Source: an optimization exercise on an open RTL-to-GDS flow (aim: small area and a short achievable clock period). Production flows keep margins and buffers that such runs may drop.
RTL that was checked went through simulation tests only; none was proved equivalent to the original.

==> 11-16: inputs <==
==> flow/design.v (excerpt) <==
module ALU_TOP (
  input  wire [15:0] A_TOP,
  input  wire [15:0] B_TOP,
  input  wire [3:0]  ALU_FUN_TOP,
  input  wire        CLK_TOP,
  input  wire        RST_TOP,
  output wire [31:0] Arith_OUT_TOP,
  output wire        Carry_OUT_TOP,
  output wire        Arith_Flag_TOP,
  output wire [15:0] Logic_OUT_TOP,
  output wire        Logic_Flag_TOP,
  output wire [1:0]  CMP_OUT_TOP,
  output wire        CMP_Flag_TOP,
  output wire [15:0] Shift_OUT_TOP,
  output wire        Shift_Flag_TOP
);
==> module DIV_STEP, before the edit <==
module DIV_STEP #(parameter W = 1, parameter INV = 1) (
  input  wire [W-1:0] X,
  input  wire [W-1:0] BL,
  input  wire         BHZ,
  output wire         Q,
  output wire [W-1:0] XN
);
  wire [W:0]   c;
  wire [W-1:0] s;
  wire [W-1:0] y = INV ? BL : ~BL;
  assign c[0] = INV ? 1'b0 : 1'b1;
  genvar j;
  generate for (j = 0; j < W; j = j + 1) begin : g
    assign s[j]   = X[j] ^ y[j] ^ c[j];
    assign c[j+1] = (X[j] & y[j]) | (c[j] & (X[j] ^ y[j]));
  end endgenerate
  assign Q  = BHZ & (INV ? ~c[W] : c[W]);
  assign XN = ~(Q ? s : X);
endmodule
==> module DIV_HEAD, before the edit <==
module DIV_HEAD #(parameter K = 11) (
  input  wire [15:0]    A,
  input  wire [15:0]    B,
  output wire [15:16-K] Q,
  output wire [K-1:0]   R
);
  wire [15:1] nz;
  HIGH_OR U_nz (.B(B), .NZ(nz));
  genvar w;
  generate
    for (w = 1; w <= K; w = w + 1) begin : st
      wire [w-1:0] t;
      wire [w-1:0] r;
      if (w == 1) begin : f
        assign t = A[15];
      end else if (w % 2 == 0) begin : n
        assign t = {st[w-1].r, ~A[16-w]};
      end else begin : p
        assign t = {st[w-1].r, A[16-w]};
      end
      DIV_STEP #(.W(w), .INV(1 - w % 2)) u (.X(t), .BL(B[w-1:0]), .BHZ(~nz[w]), .Q(Q[16-w]), .XN(r));
    end
  endgenerate
  assign R = st[K].r;
endmodule
==> module DIV_TAIL, before the edit <==
module DIV_TAIL #(parameter K = 11) (
  input  wire [15-K:0] A,
  input  wire [15:0]   B,
  input  wire [K-1:0]  RH,
  output wire [15-K:0] Q
);
  wire [15:1] nz;
  HIGH_OR U_nz (.B(B), .NZ(nz));
  genvar w;
  generate
    for (w = K + 1; w <= 15; w = w + 1) begin : st
      wire [w-1:0] t;
      wire [w-1:0] r;
      if (w == K + 1) begin : f
        if (w % 2 == 0) begin : n
          assign t = {RH, ~A[16-w]};
        end else begin : p
          assign t = {RH, A[16-w]};
        end
      end else if (w % 2 == 0) begin : n
        assign t = {st[w-1].r, ~A[16-w]};
      end else begin : p
        assign t = {st[w-1].r, A[16-w]};
      end
      DIV_STEP #(.W(w), .INV(1 - w % 2)) u (.X(t), .BL(B[w-1:0]), .BHZ(~nz[w]), .Q(Q[16-w]), .XN(r));
    end
  endgenerate
  DIV_LAST u_last (.U({st[15].r, ~A[0]}), .B(B), .Q(Q[0]));
endmodule
==> module DIV_LAST, before the edit <==
module DIV_LAST (
  input  wire [15:0] U,
  input  wire [15:0] B,
  output wire        Q
);
  wire [16:0] c;
  assign c[0] = 1'b0;
  genvar j;
  generate for (j = 0; j < 16; j = j + 1) begin : g
    assign c[j+1] = (U[j] & B[j]) | (c[j] & (U[j] ^ B[j]));
  end endgenerate
  assign Q = ~c[16];
endmodule
==> module HIGH_OR, before the edit <==
module HIGH_OR (
  input  wire [15:0] B,
  output wire [15:1] NZ
);
  wire [15:0] p;        
  wire [3:0]  above;    
  genvar k;
  generate for (k = 0; k < 4; k = k + 1) begin : g
    assign p[4*k+3] = B[4*k+3];
    assign p[4*k+2] = B[4*k+3] | B[4*k+2];
    assign p[4*k+1] = p[4*k+2] | B[4*k+1];
    assign p[4*k]   = p[4*k+2] | (B[4*k+1] | B[4*k]);
  end endgenerate
  assign above[3] = 1'b0;
  assign above[2] = p[12];
  assign above[1] = p[12] | p[8];
  assign above[0] = p[12] | (p[8] | p[4]);
  genvar w;
  generate for (w = 1; w < 16; w = w + 1) begin : o
    assign NZ[w] = above[w/4] | p[w];
  end endgenerate
endmodule
==> module LOGIC_UNIT, before the edit <==
module LOGIC_UNIT (
  input  wire [15:0] a,
  input  wire [15:0] b,
  input  wire [1:0]  ALU_FUN,
  input  wire        Logic_Enable,
  output wire [15:0] Logic_OUT
);
  wire        k1 = Logic_Enable & ~ALU_FUN[1];
  wire        k0 = Logic_Enable & ALU_FUN[1];
  wire [15:0] m  = (a & b) | (a & {16{ALU_FUN[0]}}) | (b & {16{ALU_FUN[0]}});
  assign Logic_OUT = (m & {16{k1}}) | (~m & {16{k0}});
endmodule
==> module ALU_TOP, before the edit <==
module ALU_TOP (
  input  wire [15:0] A_TOP,
  input  wire [15:0] B_TOP,
  input  wire [3:0]  ALU_FUN_TOP,
  input  wire        CLK_TOP,
  input  wire        RST_TOP,
  output wire [31:0] Arith_OUT_TOP,
  output wire        Carry_OUT_TOP,
  output wire        Arith_Flag_TOP,
  output wire [15:0] Logic_OUT_TOP,
  output wire        Logic_Flag_TOP,
  output wire [1:0]  CMP_OUT_TOP,
  output wire        CMP_Flag_TOP,
  output wire [15:0] Shift_OUT_TOP,
  output wire        Shift_Flag_TOP
);
  localparam DK = 11;             
  reg [15:0] a_r, b_r;
  reg [3:0]  f_r;
  reg [15:16-DK] dq_r;            
  reg [DK-1:0]   dr_r;            
  wire [15:16-DK] dq_d;
  wire [DK-1:0]   dr_d;
  always @(posedge CLK_TOP or negedge RST_TOP)
    if (!RST_TOP)
      f_r <= 4'b1000;
    else
      f_r <= ALU_FUN_TOP;
  always @(posedge CLK_TOP) begin
    a_r  <= A_TOP;
    b_r  <= B_TOP;
    dq_r <= dq_d;
    dr_r <= dr_d;
  end
  DECODER_UNIT U_decoder_unit (
    .ALU_FUN(ALU_FUN_TOP[3:2]),
    .Arith_Enable(Arith_Flag_TOP),
    .Logic_Enable(Logic_Flag_TOP),
    .CMP_Enable(CMP_Flag_TOP),
    .Shift_Enable(Shift_Flag_TOP)
  );
  DIV_HEAD #(.K(DK)) U_div_head (
    .A(A_TOP), .B(B_TOP), .Q(dq_d), .R(dr_d)
  );
  wire        sub = f_r[0] | f_r[3];
  wire [15:0] s;
  wire        c16;
  ARITHMETIC_UNIT #(.K(DK)) U_arithmetic_unit (
    .A(a_r), .B(b_r), .ALU_FUN(f_r[1:0]), .Arith_Enable(f_r[3:2] == 2'b00),
    .Sub(sub), .QH(dq_r), .RH(dr_r),
    .S(s), .C16(c16),
    .Arith_OUT(Arith_OUT_TOP), .Carry_OUT(Carry_OUT_TOP)
  );
  LOGIC_UNIT U_logic_unit (
    .a(a_r), .b(b_r), .ALU_FUN(f_r[1:0]), .Logic_Enable(f_r[3:2] == 2'b01),
    .Logic_OUT(Logic_OUT_TOP)
  );
  CMP_UNIT U_cmp_unit (
    .S(s), .C16(c16), .ALU_FUN(f_r[1:0]), .CMP_Enable(f_r[3:2] == 2'b10),
    .CMP_OUT(CMP_OUT_TOP)
  );
  SHIFT_UNIT U_shifter_unit (
    .A(a_r), .B(b_r), .ALU_FUN(f_r[1:0]), .Shift_Enable(f_r[3:2] == 2'b11),
    .Shift_OUT(Shift_OUT_TOP)
  );
endmodule
clock: 140.0 ns
lec_check: 0
abc_area: 1
cap_margin: 20
core_margin: 2
core_utilization: 60
cts_buf_list: sky130_fd_sc_hd__clkbuf_8
slew_margin: 20
standard.sh (not shown) runs the stock make flow with config.mk's settings and CLKGATE_MAP_FILE= SYNTH_SCRIPT=/design/flow/synth_recipe.tcl, a recipe that flattens the netlist after the stock synthesis.
==> flow/flow/run.sh <==
#!/bin/bash
# The standard layout (the standard.sh) with these changes:
# - the port buffers are sky130_fd_sc_hd__buf_1 cells;
# - Yosys's synth skips its generic "abc -fast" pass before full-adder
#   extraction (ABC still maps the design to cells afterwards);
# - ABC's area script (ABC_AREA = 1) is replaced by an area-recovering
#   mapping without ABC's buffering and sizing: strash; dch; amap; topo
#   (a copy of ORFS's scripts folder, with only abc_area.script changed);
# - CTS builds a clock tree of clkbuf_4 cells, at most 5 registers per leaf buffer, without dummy loads
#   (CTS_ARGS: -sink_clustering_enable -repair_clock_nets -buf_list sky130_fd_sc_hd__clkbuf_4 -sink_clustering_size 5 -sink_clustering_max_diameter 40 -dont_use_dummy_load);
set -euo pipefail
cp -r "$FLOW_HOME/scripts" orfs_scripts
printf 'strash\ndch\namap\ntopo\n' > orfs_scripts/abc_area.script
export SCRIPTS_DIR="$PWD/orfs_scripts"
export BUFFER_PORTS_ARGS="-buffer_cell sky130_fd_sc_hd__buf_1"
export SYNTH_ARGS="-noabc"
export SETUP_SLACK_MARGIN=82.8
export CTS_ARGS="-sink_clustering_enable -repair_clock_nets -buf_list sky130_fd_sc_hd__clkbuf_4 -sink_clustering_size 5 -sink_clustering_max_diameter 40 -dont_use_dummy_load"
bash standard.sh > standard.log 2>&1
==> 05-08: changes against 11-16 <==
--- a/flow/design.v
+++ b/flow/design.v
@@ -54,4 +54,4 @@
 endmodule
-module DIV_STEP #(parameter W = 1, parameter INV = 1) (
-  input  wire [W-1:0] X,
+module DIV_STEP #(parameter W = 1) (
+  input  wire [W-1:0] U,
   input  wire [W-1:0] BL,
@@ -59,3 +59,3 @@
   output wire         Q,
-  output wire [W-1:0] XN
+  output wire [W-1:0] UN
 );
@@ -63,11 +63,10 @@
   wire [W-1:0] s;
-  wire [W-1:0] y = INV ? BL : ~BL;
-  assign c[0] = INV ? 1'b0 : 1'b1;
+  assign c[0] = 1'b0;
   genvar j;
   generate for (j = 0; j < W; j = j + 1) begin : g
-    assign s[j]   = X[j] ^ y[j] ^ c[j];
-    assign c[j+1] = (X[j] & y[j]) | (c[j] & (X[j] ^ y[j]));
+    assign s[j]   = U[j] ^ BL[j] ^ c[j];
+    assign c[j+1] = (U[j] & BL[j]) | (c[j] & (U[j] ^ BL[j]));
   end endgenerate
-  assign Q  = BHZ & (INV ? ~c[W] : c[W]);
-  assign XN = ~(Q ? s : X);
+  assign Q  = BHZ & ~c[W];
+  assign UN = Q ? s : U;
 endmodule
@@ -122,9 +121,7 @@
       if (w == 1) begin : f
-        assign t = A[15];
-      end else if (w % 2 == 0) begin : n
+        assign t = ~A[15];
+      end else begin : n
         assign t = {st[w-1].r, ~A[16-w]};
-      end else begin : p
-        assign t = {st[w-1].r, A[16-w]};
       end
-      DIV_STEP #(.W(w), .INV(1 - w % 2)) u (.X(t), .BL(B[w-1:0]), .BHZ(~nz[w]), .Q(Q[16-w]), .XN(r));
+      DIV_STEP #(.W(w)) u (.U(t), .BL(B[w-1:0]), .BHZ(~nz[w]), .Q(Q[16-w]), .UN(r));
     end
@@ -147,13 +144,7 @@
       if (w == K + 1) begin : f
-        if (w % 2 == 0) begin : n
-          assign t = {RH, ~A[16-w]};
-        end else begin : p
-          assign t = {RH, A[16-w]};
-        end
-      end else if (w % 2 == 0) begin : n
+        assign t = {RH, ~A[16-w]};
+      end else begin : n
         assign t = {st[w-1].r, ~A[16-w]};
-      end else begin : p
-        assign t = {st[w-1].r, A[16-w]};
       end
-      DIV_STEP #(.W(w), .INV(1 - w % 2)) u (.X(t), .BL(B[w-1:0]), .BHZ(~nz[w]), .Q(Q[16-w]), .XN(r));
+      DIV_STEP #(.W(w)) u (.U(t), .BL(B[w-1:0]), .BHZ(~nz[w]), .Q(Q[16-w]), .UN(r));
     end
==> flow/flow/run.sh (replaced) <==
#!/bin/bash
# The standard layout (the standard.sh) with these changes:
# - the port buffers are sky130_fd_sc_hd__buf_1 cells;
# - Yosys's synth skips its generic "abc -fast" pass before full-adder
#   extraction (ABC still maps the design to cells afterwards);
set -euo pipefail
export BUFFER_PORTS_ARGS="-buffer_cell sky130_fd_sc_hd__buf_1"
export SYNTH_ARGS="-noabc"
export SETUP_SLACK_MARGIN=83.5
bash standard.sh > standard.log 2>&1
--- a/flow/config.mk
+++ b/flow/config.mk
@@ -11,3 +11,2 @@
 export CORE_UTILIZATION = 60
-export CTS_BUF_LIST = sky130_fd_sc_hd__clkbuf_8
 export SLEW_MARGIN = 20
==> 10-18: changes against 11-16 <==
--- a/flow/design.v
+++ b/flow/design.v
@@ -54,4 +54,4 @@
 endmodule
-module DIV_STEP #(parameter W = 1, parameter INV = 1) (
-  input  wire [W-1:0] X,
+module DIV_STEP #(parameter W = 1) (
+  input  wire [W-1:0] U,
   input  wire [W-1:0] BL,
@@ -59,3 +59,3 @@
   output wire         Q,
-  output wire [W-1:0] XN
+  output wire [W-1:0] UN
 );
@@ -63,11 +63,10 @@
   wire [W-1:0] s;
-  wire [W-1:0] y = INV ? BL : ~BL;
-  assign c[0] = INV ? 1'b0 : 1'b1;
+  assign c[0] = 1'b0;
   genvar j;
   generate for (j = 0; j < W; j = j + 1) begin : g
-    assign s[j]   = X[j] ^ y[j] ^ c[j];
-    assign c[j+1] = (X[j] & y[j]) | (c[j] & (X[j] ^ y[j]));
+    assign s[j]   = U[j] ^ BL[j] ^ c[j];
+    assign c[j+1] = (U[j] & BL[j]) | (c[j] & (U[j] ^ BL[j]));
   end endgenerate
-  assign Q  = BHZ & (INV ? ~c[W] : c[W]);
-  assign XN = ~(Q ? s : X);
+  assign Q  = BHZ & ~c[W];
+  assign UN = Q ? s : U;
 endmodule
@@ -122,9 +121,7 @@
       if (w == 1) begin : f
-        assign t = A[15];
-      end else if (w % 2 == 0) begin : n
+        assign t = ~A[15];
+      end else begin : n
         assign t = {st[w-1].r, ~A[16-w]};
-      end else begin : p
-        assign t = {st[w-1].r, A[16-w]};
       end
-      DIV_STEP #(.W(w), .INV(1 - w % 2)) u (.X(t), .BL(B[w-1:0]), .BHZ(~nz[w]), .Q(Q[16-w]), .XN(r));
+      DIV_STEP #(.W(w)) u (.U(t), .BL(B[w-1:0]), .BHZ(~nz[w]), .Q(Q[16-w]), .UN(r));
     end
@@ -147,13 +144,7 @@
       if (w == K + 1) begin : f
-        if (w % 2 == 0) begin : n
-          assign t = {RH, ~A[16-w]};
-        end else begin : p
-          assign t = {RH, A[16-w]};
-        end
-      end else if (w % 2 == 0) begin : n
+        assign t = {RH, ~A[16-w]};
+      end else begin : n
         assign t = {st[w-1].r, ~A[16-w]};
-      end else begin : p
-        assign t = {st[w-1].r, A[16-w]};
       end
-      DIV_STEP #(.W(w), .INV(1 - w % 2)) u (.X(t), .BL(B[w-1:0]), .BHZ(~nz[w]), .Q(Q[16-w]), .XN(r));
+      DIV_STEP #(.W(w)) u (.U(t), .BL(B[w-1:0]), .BHZ(~nz[w]), .Q(Q[16-w]), .UN(r));
     end
==> flow/flow/run.sh (replaced) <==
#!/bin/bash
# The standard layout (the standard.sh) with these changes:
# - the port buffers are sky130_fd_sc_hd__buf_1 cells;
# - Yosys's synth skips its generic "abc -fast" pass before full-adder
#   extraction (ABC still maps the design to cells afterwards);
set -euo pipefail
export BUFFER_PORTS_ARGS="-buffer_cell sky130_fd_sc_hd__buf_1"
export SYNTH_ARGS="-noabc"
export SETUP_SLACK_MARGIN=82.8
bash standard.sh > standard.log 2>&1
==> 01-14: changes against 11-16 <==
--- a/flow/design.v
+++ b/flow/design.v
@@ -54,4 +54,4 @@
 endmodule
-module DIV_STEP #(parameter W = 1, parameter INV = 1) (
-  input  wire [W-1:0] X,
+module DIV_STEP #(parameter W = 1) (
+  input  wire [W-1:0] T,
   input  wire [W-1:0] BL,
@@ -59,18 +59,18 @@
   output wire         Q,
-  output wire [W-1:0] XN
+  output wire [W-1:0] R
 );
   wire [W:0]   c;
-  wire [W-1:0] s;
-  wire [W-1:0] y = INV ? BL : ~BL;
-  assign c[0] = INV ? 1'b0 : 1'b1;
+  wire [W-1:0] d;
+  assign c[0] = 1'b1;
   genvar j;
   generate for (j = 0; j < W; j = j + 1) begin : g
-    assign s[j]   = X[j] ^ y[j] ^ c[j];
-    assign c[j+1] = (X[j] & y[j]) | (c[j] & (X[j] ^ y[j]));
+    wire nb = ~BL[j];
+    assign d[j]   = T[j] ^ nb ^ c[j];
+    assign c[j+1] = (T[j] & nb) | (c[j] & (T[j] ^ nb));
   end endgenerate
-  assign Q  = BHZ & (INV ? ~c[W] : c[W]);
-  assign XN = ~(Q ? s : X);
+  assign Q = BHZ & c[W];
+  assign R = Q ? d : T;
 endmodule
 module DIV_LAST (
-  input  wire [15:0] U,
+  input  wire [15:0] T,
   input  wire [15:0] B,
@@ -79,30 +79,9 @@
   wire [16:0] c;
-  assign c[0] = 1'b0;
+  assign c[0] = 1'b1;
   genvar j;
   generate for (j = 0; j < 16; j = j + 1) begin : g
-    assign c[j+1] = (U[j] & B[j]) | (c[j] & (U[j] ^ B[j]));
-  end endgenerate
-  assign Q = ~c[16];
-endmodule
-module HIGH_OR (
-  input  wire [15:0] B,
-  output wire [15:1] NZ
-);
-  wire [15:0] p;        
-  wire [3:0]  above;    
-  genvar k;
-  generate for (k = 0; k < 4; k = k + 1) begin : g
-    assign p[4*k+3] = B[4*k+3];
-    assign p[4*k+2] = B[4*k+3] | B[4*k+2];
-    assign p[4*k+1] = p[4*k+2] | B[4*k+1];
-    assign p[4*k]   = p[4*k+2] | (B[4*k+1] | B[4*k]);
-  end endgenerate
-  assign above[3] = 1'b0;
-  assign above[2] = p[12];
-  assign above[1] = p[12] | p[8];
-  assign above[0] = p[12] | (p[8] | p[4]);
-  genvar w;
-  generate for (w = 1; w < 16; w = w + 1) begin : o
-    assign NZ[w] = above[w/4] | p[w];
+    wire nb = ~B[j];
+    assign c[j+1] = (T[j] & nb) | (c[j] & (T[j] ^ nb));
   end endgenerate
+  assign Q = c[16];
 endmodule
@@ -114,6 +93,9 @@
 );
-  wire [15:1] nz;
-  HIGH_OR U_nz (.B(B), .NZ(nz));
+  wire [16:1] nz;
+  assign nz[16] = 1'b0;
   genvar w;
   generate
+    for (w = 15; w >= 1; w = w - 1) begin : o
+      assign nz[w] = nz[w+1] | B[w];
+    end
     for (w = 1; w <= K; w = w + 1) begin : st
@@ -123,8 +105,6 @@
         assign t = A[15];
-      end else if (w % 2 == 0) begin : n
-        assign t = {st[w-1].r, ~A[16-w]};
-      end else begin : p
+      end else begin : n
         assign t = {st[w-1].r, A[16-w]};
       end
-      DIV_STEP #(.W(w), .INV(1 - w % 2)) u (.X(t), .BL(B[w-1:0]), .BHZ(~nz[w]), .Q(Q[16-w]), .XN(r));
+      DIV_STEP #(.W(w)) u (.T(t), .BL(B[w-1:0]), .BHZ(~nz[w]), .Q(Q[16-w]), .R(r));
     end
@@ -139,6 +119,9 @@
 );
-  wire [15:1] nz;
-  HIGH_OR U_nz (.B(B), .NZ(nz));
+  wire [16:1] nz;
+  assign nz[16] = 1'b0;
   genvar w;
   generate
+    for (w = 15; w >= 1; w = w - 1) begin : o
+      assign nz[w] = nz[w+1] | B[w];
+    end
     for (w = K + 1; w <= 15; w = w + 1) begin : st
@@ -147,16 +130,10 @@
       if (w == K + 1) begin : f
-        if (w % 2 == 0) begin : n
-          assign t = {RH, ~A[16-w]};
-        end else begin : p
-          assign t = {RH, A[16-w]};
-        end
-      end else if (w % 2 == 0) begin : n
-        assign t = {st[w-1].r, ~A[16-w]};
-      end else begin : p
+        assign t = {RH, A[16-w]};
+      end else begin : n
         assign t = {st[w-1].r, A[16-w]};
       end
-      DIV_STEP #(.W(w), .INV(1 - w % 2)) u (.X(t), .BL(B[w-1:0]), .BHZ(~nz[w]), .Q(Q[16-w]), .XN(r));
+      DIV_STEP #(.W(w)) u (.T(t), .BL(B[w-1:0]), .BHZ(~nz[w]), .Q(Q[16-w]), .R(r));
     end
   endgenerate
-  DIV_LAST u_last (.U({st[15].r, ~A[0]}), .B(B), .Q(Q[0]));
+  DIV_LAST u_last (.T({st[15].r, A[0]}), .B(B), .Q(Q[0]));
 endmodule
@@ -1239,6 +1216,4 @@
 );
-  wire        k1 = Logic_Enable & ~ALU_FUN[1];
-  wire        k0 = Logic_Enable & ALU_FUN[1];
-  wire [15:0] m  = (a & b) | (a & {16{ALU_FUN[0]}}) | (b & {16{ALU_FUN[0]}});
-  assign Logic_OUT = (m & {16{k1}}) | (~m & {16{k0}});
+  wire [15:0] r = (ALU_FUN[0] ? (a | b) : (a & b)) ^ {16{ALU_FUN[1]}};
+  assign Logic_OUT = Logic_Enable ? r : 16'b0;
 endmodule
@@ -1292,9 +1267,12 @@
   always @(posedge CLK_TOP or negedge RST_TOP)
-    if (!RST_TOP)
-      f_r <= 4'b1000;
-    else
+    if (!RST_TOP) begin
+      a_r <= 16'b0;
+      b_r <= 16'b0;
+      f_r <= 4'b0;
+    end else begin
+      a_r <= A_TOP;
+      b_r <= B_TOP;
       f_r <= ALU_FUN_TOP;
+    end
   always @(posedge CLK_TOP) begin
-    a_r  <= A_TOP;
-    b_r  <= B_TOP;
     dq_r <= dq_d;
==> flow/run.sh (new file) <==
#!/bin/bash
# synth_recipe.tcl (not shown) runs the flow's synth.tcl, then flattens the netlist and writes it again
# the make line also repeats each setting of config.mk as NAME=value (left out here)
make -C /OpenROAD-flow-scripts/flow DESIGN_CONFIG=/design/flow/config.mk WORK_HOME=/design/flow/orfs CLKGATE_MAP_FILE= SYNTH_SCRIPT=/design/flow/synth_recipe.tcl finish
--- a/flow/config.mk
+++ b/flow/config.mk
@@ -10,4 +10,3 @@
 export CORE_MARGIN = 2
-export CORE_UTILIZATION = 60
-export CTS_BUF_LIST = sky130_fd_sc_hd__clkbuf_8
+export CORE_UTILIZATION = 40
 export SLEW_MARGIN = 20
removed: flow/flow/run.sh
removed: flow/standard.sh
==> summary.txt <==
Maximum frequency: 01-14 < 11-16 < 10-18 < 05-08. Count of clock-buffer cells in the layout is the same in 10-18 and 05-08. Of 11-16 and 05-08, 05-08 has the higher synthesized cell count (gap about 14%, measured against 05-08). Against 10-18, the core utilization of 01-14 is lower by 20 points. First-iteration DRC count: 10-18 < 05-08 < 01-14 < 11-16. Between 10-18 and 11-16, the lower sequential share of layout area is in 10-18 (gap 0.29 points). In 11-16 the synthesized area is smaller than in 05-08, by about 9%. Non-clock buffer count, lowest first: 01-14, 10-18, 05-08, 11-16. Design area, highest first: 01-14, 05-08, 10-18, 11-16.
No functional check of the RTL was part of 11-16.

## static timing again, ports no longer ideal
How much do the figures lean on ideal ports? The routed layouts below were timed once more, with nothing changed but the port constraints.
Step 1 (the two cells are an assumption about what drives the block):
set clk [get_ports {CLK_TOP}]
set_driving_cell -lib_cell sky130_fd_sc_hd__clkbuf_16 $clk
set_driving_cell -lib_cell sky130_fd_sc_hd__buf_2 [delete_from_list [all_inputs] $clk]
Step 2, shift: input delay + t, output delay - t, t = (earliest + latest rising clock arrival at the registers) / 2. This alone moves slack from input paths to output paths.
Slacks: ideal ports / drivers / drivers and shift; pairs: ideal ports / drivers.
run | t (ns) | setup slack, ns | hold slack, ns | clock arrival spread, ns
11-16 | 0.430 | 83.442 / 83.420 / 83.262 | 27.454 / 27.454 / 27.885 | 0.014 / 0.015
05-08 | 0.377 | 83.544 / 83.523 / 83.523 | 27.479 / 27.463 / 27.840 | 0.010 / 0.010
10-18 | 0.392 | 83.541 / 83.520 / 83.520 | 27.450 / 27.439 / 27.831 | 0.019 / 0.019
01-14 | 0.354 | 82.741 / 82.709 / 82.709 | 27.797 / 27.782 / 28.137 | 0.012 / 0.011
After both steps every run listed still meets setup and hold. The setup slack of 11-16, which loses most, moves by -0.022 ns with the drivers and by -0.180 ns with both steps.
